What follows belongs to an exercise in optimizing a design on an open flow for small area, a short achievable clock period and few clock cycles per item; a production flow would make more cautious choices. Where RTL was checked, it was by simulation tests only, not by an equivalence proof against the original. Power and IR drop assume default switching activity.

==> flow/design.v <==
module fa_cell (input wire a, input wire b, input wire c, output wire s, output wire co);
    assign s  = a ^ b ^ c;
    assign co = (a & b) | (a & c) | (b & c);
endmodule
module ha_cell (input wire a, input wire b, output wire s, output wire co);
    assign s  = a ^ b;
    assign co = a & b;
endmodule
module hold_cell (input wire ld, input wire hd, input wire d, input wire q, output wire o);
    assign o = (ld & d) | (hd & q);
endmodule
module hold1_cell (input wire ld, input wire hd, input wire r, input wire d, input wire q, output wire o);
    assign o = (ld & d) | (hd & q) | r;
endmodule
module fir_top #(
    parameter K  = 8,
    parameter DW = 8,
    parameter CW = 8
)(
    input  wire clk,
    input  wire rst,
    input  wire start,
    input  wire signed [DW-1:0] x_in,
    output wire signed [DW+CW+$clog2(K):0] y_out,
    output wire data_valid
);
    reg [7:0] u1, u2, u3, u4, u5, u6, u7;
    reg [11:0] ra, rb, rc;
    reg [11:0] y;
    reg dv;
    wire [7:0] u_in = {~x_in[7], x_in[6:0]};
    wire ld = start & ~rst;
    wire hd = ~start & ~rst;
    wire [55:0] hist = {u7, u6, u5, u4, u3, u2, u1};
    wire [55:0] hin  = {u6, u5, u4, u3, u2, u1, u_in};
    localparam [55:0] RST1 = {7{8'h80}};
    wire [55:0] hnx;
    genvar gi;
    generate
        for (gi = 0; gi < 56; gi = gi + 1) begin : g_hist
            if (RST1[gi]) begin : g_one
                hold1_cell u_h (.ld(ld), .hd(hd), .r(rst), .d(hin[gi]), .q(hist[gi]), .o(hnx[gi]));
            end else begin : g_zero
                hold_cell u_h (.ld(ld), .hd(hd), .d(hin[gi]), .q(hist[gi]), .o(hnx[gi]));
            end
        end
    endgenerate
    always @(posedge clk)
        {u7, u6, u5, u4, u3, u2, u1} <= hnx;
    wire s1, c1;
    ha_cell u_ha1 (.a(u1[1]), .b(u2[1]), .s(s1), .co(c1));
    wire s2, c2;
    fa_cell u_fa2 (.a(u1[2]), .b(u2[2]), .c(u3[2]), .s(s2), .co(c2));
    wire s3, c3;
    ha_cell u_ha3 (.a(u4[2]), .b(u5[2]), .s(s3), .co(c3));
    wire s4, c4;
    fa_cell u_fa4 (.a(u1[3]), .b(u2[3]), .c(u3[3]), .s(s4), .co(c4));
    wire s5, c5;
    fa_cell u_fa5 (.a(u4[3]), .b(u5[3]), .c(u6[2]), .s(s5), .co(c5));
    wire s6, c6;
    fa_cell u_fa6 (.a(u1[4]), .b(u2[4]), .c(u3[4]), .s(s6), .co(c6));
    wire s7, c7;
    fa_cell u_fa7 (.a(u4[4]), .b(u5[4]), .c(u6[3]), .s(s7), .co(c7));
    wire s8, c8;
    fa_cell u_fa8 (.a(u1[5]), .b(u2[5]), .c(u3[5]), .s(s8), .co(c8));
    wire s9, c9;
    fa_cell u_fa9 (.a(u4[5]), .b(u5[5]), .c(u6[4]), .s(s9), .co(c9));
    wire s10, c10;
    fa_cell u_fa10 (.a(u1[6]), .b(u2[6]), .c(u3[6]), .s(s10), .co(c10));
    wire s11, c11;
    fa_cell u_fa11 (.a(u4[6]), .b(u5[6]), .c(u6[5]), .s(s11), .co(c11));
    wire s12, c12;
    fa_cell u_fa12 (.a(u1[7]), .b(u2[7]), .c(u3[7]), .s(s12), .co(c12));
    wire s13, c13;
    fa_cell u_fa13 (.a(u4[7]), .b(u5[7]), .c(u6[6]), .s(s13), .co(c13));
    wire s14, c14;
    fa_cell u_fa14 (.a(u1[0]), .b(u2[0]), .c(u3[0]), .s(s14), .co(c14));
    wire s15, c15;
    fa_cell u_fa15 (.a(u3[1]), .b(u4[1]), .c(u5[1]), .s(s15), .co(c15));
    wire s16, c16;
    ha_cell u_ha16 (.a(u6[0]), .b(u7[1]), .s(s16), .co(c16));
    wire s17, c17;
    fa_cell u_fa17 (.a(u6[1]), .b(u7[0]), .c(u7[2]), .s(s17), .co(c17));
    wire s18, c18;
    fa_cell u_fa18 (.a(s2), .b(s3), .c(c1), .s(s18), .co(c18));
    wire s19, c19;
    fa_cell u_fa19 (.a(u7[1]), .b(u7[3]), .c(s4), .s(s19), .co(c19));
    wire s20, c20;
    fa_cell u_fa20 (.a(s5), .b(c2), .c(c3), .s(s20), .co(c20));
    wire s21, c21;
    fa_cell u_fa21 (.a(u7[2]), .b(u7[4]), .c(s6), .s(s21), .co(c21));
    wire s22, c22;
    fa_cell u_fa22 (.a(s7), .b(c4), .c(c5), .s(s22), .co(c22));
    wire s23, c23;
    fa_cell u_fa23 (.a(u7[3]), .b(u7[5]), .c(s8), .s(s23), .co(c23));
    wire s24, c24;
    fa_cell u_fa24 (.a(s9), .b(c6), .c(c7), .s(s24), .co(c24));
    wire s25, c25;
    fa_cell u_fa25 (.a(u7[4]), .b(u7[6]), .c(s10), .s(s25), .co(c25));
    wire s26, c26;
    fa_cell u_fa26 (.a(s11), .b(c8), .c(c9), .s(s26), .co(c26));
    wire s27, c27;
    fa_cell u_fa27 (.a(u7[5]), .b(u7[7]), .c(s12), .s(s27), .co(c27));
    wire s28, c28;
    fa_cell u_fa28 (.a(s13), .b(c10), .c(c11), .s(s28), .co(c28));
    wire s29, c29;
    fa_cell u_fa29 (.a(u6[7]), .b(u7[6]), .c(c12), .s(s29), .co(c29));
    wire s30, c30;
    ha_cell u_ha30 (.a(u4[0]), .b(u5[0]), .s(s30), .co(c30));
    wire s31, c31;
    fa_cell u_fa31 (.a(s1), .b(s15), .c(s16), .s(s31), .co(c31));
    wire s32, c32;
    fa_cell u_fa32 (.a(s17), .b(s18), .c(c15), .s(s32), .co(c32));
    wire s33, c33;
    fa_cell u_fa33 (.a(s19), .b(s20), .c(c17), .s(s33), .co(c33));
    wire s34, c34;
    fa_cell u_fa34 (.a(s21), .b(s22), .c(c19), .s(s34), .co(c34));
    wire s35, c35;
    fa_cell u_fa35 (.a(s23), .b(s24), .c(c21), .s(s35), .co(c35));
    wire s36, c36;
    fa_cell u_fa36 (.a(s25), .b(s26), .c(c23), .s(s36), .co(c36));
    wire s37, c37;
    fa_cell u_fa37 (.a(s27), .b(s28), .c(c25), .s(s37), .co(c37));
    wire s38, c38;
    fa_cell u_fa38 (.a(c13), .b(s29), .c(c27), .s(s38), .co(c38));
    wire [11:0] pr0 = {1'b0, 1'b0, u7[7], c28, c26, c24, c22, c20, c18, c16, c14, u7[0]};
    localparam [11:0] R00 = 12'd512;
    wire [11:0] pr1 = {1'b0, 1'b0, c29, s38, s37, s36, s35, s34, s33, s32, s31, s14};
    localparam [11:0] R10 = 12'd512;
    wire [11:0] pr2 = {1'b0, 1'b0, c38, c37, c36, c35, c34, c33, c32, c31, c30, s30};
    localparam [11:0] R20 = 12'd512;
    wire s39, c39;
    fa_cell u_fa39 (.a(u7[0]), .b(rb[0]), .c(rc[0]), .s(s39), .co(c39));
    wire s40, c40;
    fa_cell u_fa40 (.a(ra[1]), .b(rb[1]), .c(rc[1]), .s(s40), .co(c40));
    wire s41, c41;
    fa_cell u_fa41 (.a(ra[2]), .b(rb[2]), .c(rc[2]), .s(s41), .co(c41));
    wire s42, c42;
    fa_cell u_fa42 (.a(ra[3]), .b(rb[3]), .c(rc[3]), .s(s42), .co(c42));
    wire s43, c43;
    fa_cell u_fa43 (.a(ra[4]), .b(rb[4]), .c(rc[4]), .s(s43), .co(c43));
    wire s44, c44;
    fa_cell u_fa44 (.a(ra[5]), .b(rb[5]), .c(rc[5]), .s(s44), .co(c44));
    wire s45, c45;
    fa_cell u_fa45 (.a(ra[6]), .b(rb[6]), .c(rc[6]), .s(s45), .co(c45));
    wire s46, c46;
    fa_cell u_fa46 (.a(ra[7]), .b(rb[7]), .c(rc[7]), .s(s46), .co(c46));
    wire s47, c47;
    fa_cell u_fa47 (.a(ra[8]), .b(rb[8]), .c(rc[8]), .s(s47), .co(c47));
    wire s48, c48;
    fa_cell u_fa48 (.a(u7[7]), .b(rb[9]), .c(rc[9]), .s(s48), .co(c48));
    wire [11:0] pa = {1'b0, 1'b0, s48, s47, s46, s45, s44, s43, s42, s41, s40, s39};
    wire [11:0] pb = {1'b0, c48, c47, c46, c45, c44, c43, c42, c41, c40, c39, 1'b0};
    always @(posedge clk or posedge rst) begin
        if (rst) begin
            ra <= R00;
            rb <= R10;
            rc <= R20;
        end else begin
            ra <= pr0;
            rb <= pr1;
            rc <= pr2;
        end
    end
    wire [11:0] uu = {2'b00, u_in, 2'b00};
    wire [11:0] sx = pa ^ pb;
    wire [11:0] sg = pa & pb;
    wire [11:0] so = pa | pb;
    wire [11:0] ss = sx ^ uu;
    wire [11:0] sk = sg | (uu & so);
    wire [11:0] s  = ss + {sk[10:0], 1'b0};
    always @(posedge clk)
        y <= {~s[11], s[10:0]};
    always @(posedge clk or posedge rst) begin
        if (rst) dv <= 1'b0;
        else     dv <= start;
    end
    assign y_out = {{8{y[11]}}, y};
    assign data_valid = dv;
endmodule
Settings: LEC_CHECK=0, CAP_MARGIN=20, CORE_MARGIN=2, CORE_UTILIZATION=40, CTS_BUF_LIST=sky130_fd_sc_hd__clkbuf_8, CTS_CLUSTER_SIZE=30, SETUP_SLACK_MARGIN=3.8, SLEW_MARGIN=20, SYNTH_HIERARCHICAL=1; clock period 6.0 ns.
standard.sh (not shown) runs the stock make flow with config.mk's settings and CLKGATE_MAP_FILE= SYNTH_SCRIPT=/design/flow/synth_recipe.tcl, a recipe that flattens the netlist after the stock synthesis.
==> flow/flow/run.sh <==
#!/bin/bash
# The standard layout (standard.sh) with these changes:
#  - port buffers are buf_1 cells instead of the flow's default pick
#    (clkdlybuf4s50_1, a slow delay cell);
#  - synthesis is the standard flow's script, except that
#    - Yosys's full/half adder extraction runs only inside the fa_cell and
#      ha_cell modules, so the final adder is left to abc as plain gates (the
#      extracted fa_1/ha_1 cells are slow on its carry path);
#    - the adders use Yosys's default carry-lookahead map, not ORFS's
#      Kogge-Stone one (abc makes them smaller and as fast from it);
#    - abc maps the top module with ORFS's abc_area.script (it builds the
#      final adder from fast NAND gates) and the small cell modules with the
#      default abc_speed.script (which keeps the history muxes as a22o).
#  - clock tree synthesis inserts no dummy loads (they only add area here).
#  Registers are untouched.
set -euo pipefail
W=$(pwd)
export BUFFER_PORTS_ARGS="-buffer_cell sky130_fd_sc_hd__buf_1"
# ORFS's clock tree settings (as config.mk would set them), without dummy loads
export CTS_ARGS="-sink_clustering_enable -repair_clock_nets -sink_clustering_size 30 -buf_list sky130_fd_sc_hd__clkbuf_8 -dont_use_dummy_load"
sed -e 's|extract_fa {\*}\[dont_use_extract_fa_args\]|extract_fa {*}[dont_use_extract_fa_args] fa_cell ha_cell|' \
    -e 's|"-extra-map \$::env(FLOW_HOME)/platforms/common/lcu_kogge_stone.v"|""|' \
    -e 's|^  log_cmd abc {\*}\$abc_args$|  log_cmd abc {*}$abc_args fir_top %n\n  log_cmd abc {*}[lreplace $abc_args 1 1 $::env(SCRIPTS_DIR)/abc_area.script] fir_top|' \
    "$FLOW_HOME/scripts/synth.tcl" > "$W/flow_synth_core.tcl"
grep -q 'dont_use_extract_fa_args\] fa_cell ha_cell' "$W/flow_synth_core.tcl"
! grep -q 'lcu_kogge_stone' "$W/flow_synth_core.tcl"
grep -q 'abc_area.script\] fir_top' "$W/flow_synth_core.tcl"
sed "s|source \$::env(SCRIPTS_DIR)/synth.tcl|source $W/flow_synth_core.tcl|" synth_recipe.tcl > "$W/flow_synth.tcl"
grep -q "flow_synth_core.tcl" "$W/flow_synth.tcl"
sed "s|SYNTH_SCRIPT=[^ ]*|SYNTH_SCRIPT=$W/flow_synth.tcl|" standard.sh > "$W/flow_standard.sh"
grep -q "SYNTH_SCRIPT=$W/flow_synth.tcl" "$W/flow_standard.sh"
bash "$W/flow_standard.sh" > "$W/standard.log" 2>&1
The starting point completed with no timing, DRC or antenna violations.
Testbench counts at the start, summed over its fixed seeds: cycles 16,000, items 8,000.
Change:
--- a/flow/design.v
+++ b/flow/design.v
@@ -23,11 +23,11 @@
     input  wire signed [DW-1:0] x_in,
     output wire signed [DW+CW+$clog2(K):0] y_out,
     output wire data_valid
 );
     reg [7:0] u1, u2, u3, u4, u5, u6, u7;
-    reg [11:0] ra, rb, rc;
+    reg [11:0] ra, rb;
     reg [11:0] y;
     reg dv;
     wire [7:0] u_in = {~x_in[7], x_in[6:0]};
     wire ld = start & ~rst;
     wire hd = ~start & ~rst;
@@ -121,53 +121,47 @@
     fa_cell u_fa36 (.a(s25), .b(s26), .c(c23), .s(s36), .co(c36));
     wire s37, c37;
     fa_cell u_fa37 (.a(s27), .b(s28), .c(c25), .s(s37), .co(c37));
     wire s38, c38;
     fa_cell u_fa38 (.a(c13), .b(s29), .c(c27), .s(s38), .co(c38));
-    wire [11:0] pr0 = {1'b0, 1'b0, u7[7], c28, c26, c24, c22, c20, c18, c16, c14, u7[0]};
-    localparam [11:0] R00 = 12'd512;
-    wire [11:0] pr1 = {1'b0, 1'b0, c29, s38, s37, s36, s35, s34, s33, s32, s31, s14};
-    localparam [11:0] R10 = 12'd512;
-    wire [11:0] pr2 = {1'b0, 1'b0, c38, c37, c36, c35, c34, c33, c32, c31, c30, s30};
-    localparam [11:0] R20 = 12'd512;
     wire s39, c39;
-    fa_cell u_fa39 (.a(u7[0]), .b(rb[0]), .c(rc[0]), .s(s39), .co(c39));
+    ha_cell u_ha39 (.a(u7[0]), .b(s14), .s(s39), .co(c39));
     wire s40, c40;
-    fa_cell u_fa40 (.a(ra[1]), .b(rb[1]), .c(rc[1]), .s(s40), .co(c40));
+    fa_cell u_fa40 (.a(c14), .b(s31), .c(c30), .s(s40), .co(c40));
     wire s41, c41;
-    fa_cell u_fa41 (.a(ra[2]), .b(rb[2]), .c(rc[2]), .s(s41), .co(c41));
+    fa_cell u_fa41 (.a(c16), .b(s32), .c(c31), .s(s41), .co(c41));
     wire s42, c42;
-    fa_cell u_fa42 (.a(ra[3]), .b(rb[3]), .c(rc[3]), .s(s42), .co(c42));
+    fa_cell u_fa42 (.a(c18), .b(s33), .c(c32), .s(s42), .co(c42));
     wire s43, c43;
-    fa_cell u_fa43 (.a(ra[4]), .b(rb[4]), .c(rc[4]), .s(s43), .co(c43));
+    fa_cell u_fa43 (.a(c20), .b(s34), .c(c33), .s(s43), .co(c43));
     wire s44, c44;
-    fa_cell u_fa44 (.a(ra[5]), .b(rb[5]), .c(rc[5]), .s(s44), .co(c44));
+    fa_cell u_fa44 (.a(c22), .b(s35), .c(c34), .s(s44), .co(c44));
     wire s45, c45;
-    fa_cell u_fa45 (.a(ra[6]), .b(rb[6]), .c(rc[6]), .s(s45), .co(c45));
+    fa_cell u_fa45 (.a(c24), .b(s36), .c(c35), .s(s45), .co(c45));
     wire s46, c46;
-    fa_cell u_fa46 (.a(ra[7]), .b(rb[7]), .c(rc[7]), .s(s46), .co(c46));
+    fa_cell u_fa46 (.a(c26), .b(s37), .c(c36), .s(s46), .co(c46));
     wire s47, c47;
-    fa_cell u_fa47 (.a(ra[8]), .b(rb[8]), .c(rc[8]), .s(s47), .co(c47));
+    fa_cell u_fa47 (.a(c28), .b(s38), .c(c37), .s(s47), .co(c47));
     wire s48, c48;
-    fa_cell u_fa48 (.a(u7[7]), .b(rb[9]), .c(rc[9]), .s(s48), .co(c48));
-    wire [11:0] pa = {1'b0, 1'b0, s48, s47, s46, s45, s44, s43, s42, s41, s40, s39};
-    wire [11:0] pb = {1'b0, c48, c47, c46, c45, c44, c43, c42, c41, c40, c39, 1'b0};
+    fa_cell u_fa48 (.a(u7[7]), .b(c29), .c(c38), .s(s48), .co(c48));
+    wire [11:0] pr0 = {1'b0, c48, s48, s47, s46, s45, s44, s43, s42, s41, s40, s30};
+    wire [11:0] pr1 = {1'b0, 1'b0, c47, c46, c45, c44, c43, c42, c41, c40, c39, s39};
+    localparam [11:0] RA0 = 12'd1536;
+    localparam [11:0] RB0 = 12'd0;
     always @(posedge clk or posedge rst) begin
         if (rst) begin
-            ra <= R00;
-            rb <= R10;
-            rc <= R20;
+            ra <= RA0;
+            rb <= RB0;
         end else begin
             ra <= pr0;
             rb <= pr1;
-            rc <= pr2;
         end
     end
     wire [11:0] uu = {2'b00, u_in, 2'b00};
-    wire [11:0] sx = pa ^ pb;
-    wire [11:0] sg = pa & pb;
-    wire [11:0] so = pa | pb;
+    wire [11:0] sx = ra ^ rb;
+    wire [11:0] sg = ra & rb;
+    wire [11:0] so = ra | rb;
     wire [11:0] ss = sx ^ uu;
     wire [11:0] sk = sg | (uu & so);
     wire [11:0] s  = ss + {sk[10:0], 1'b0};
     always @(posedge clk)
         y <= {~s[11], s[10:0]};
The new run passed the timing, DRC and antenna checks.
Total power is lower by 6.3%.
Cell count rises by 2.4%.
Non-clock buffer count grows by 6.
Die area falls by 3.8%.
Worst setup slack got worse by 0.24 ns.
Routed wire length fell by 4.1%.
Synthesized area goes down by 4.0%.
Sequential share of layout area came out lower by 1.4 points.
Design area falls by 3.6%.
Via count is lower by 0.34%.
The RTL of the second run of this note was laid out without a check of its function.

re-timing with driven ports:
The results above use ideal ports. As a check the final layouts listed here were re-extracted and re-timed, cells and wires unchanged. Step 1 sets driving cells, clkbuf_16 on the clock port and buf_2 on the other inputs (assumed; they add their load-dependent delay and slew). Step 2 moves the port delays by t, midway between the first and last clock arrival at a register: inputs arrive t later, outputs are due t later. That takes back most of the time a late clock gives input paths. Three values: no drivers, after step 1, after step 2; two values: the first two.
| run | t, ns | setup WS [ns] | pins driven straight from the clock port |
|---|---|---|---|
| the first run | 0.390 | 3.804 / 3.817 / 3.427 | 1 |
| the second run | 0.384 | 3.563 / 3.563 / 3.541 | 1 |
After both steps setup and hold are still met in every run listed. For the first run, which loses most, drivers alone change the setup slack by +0.013 ns; drivers and shift together by -0.377 ns.
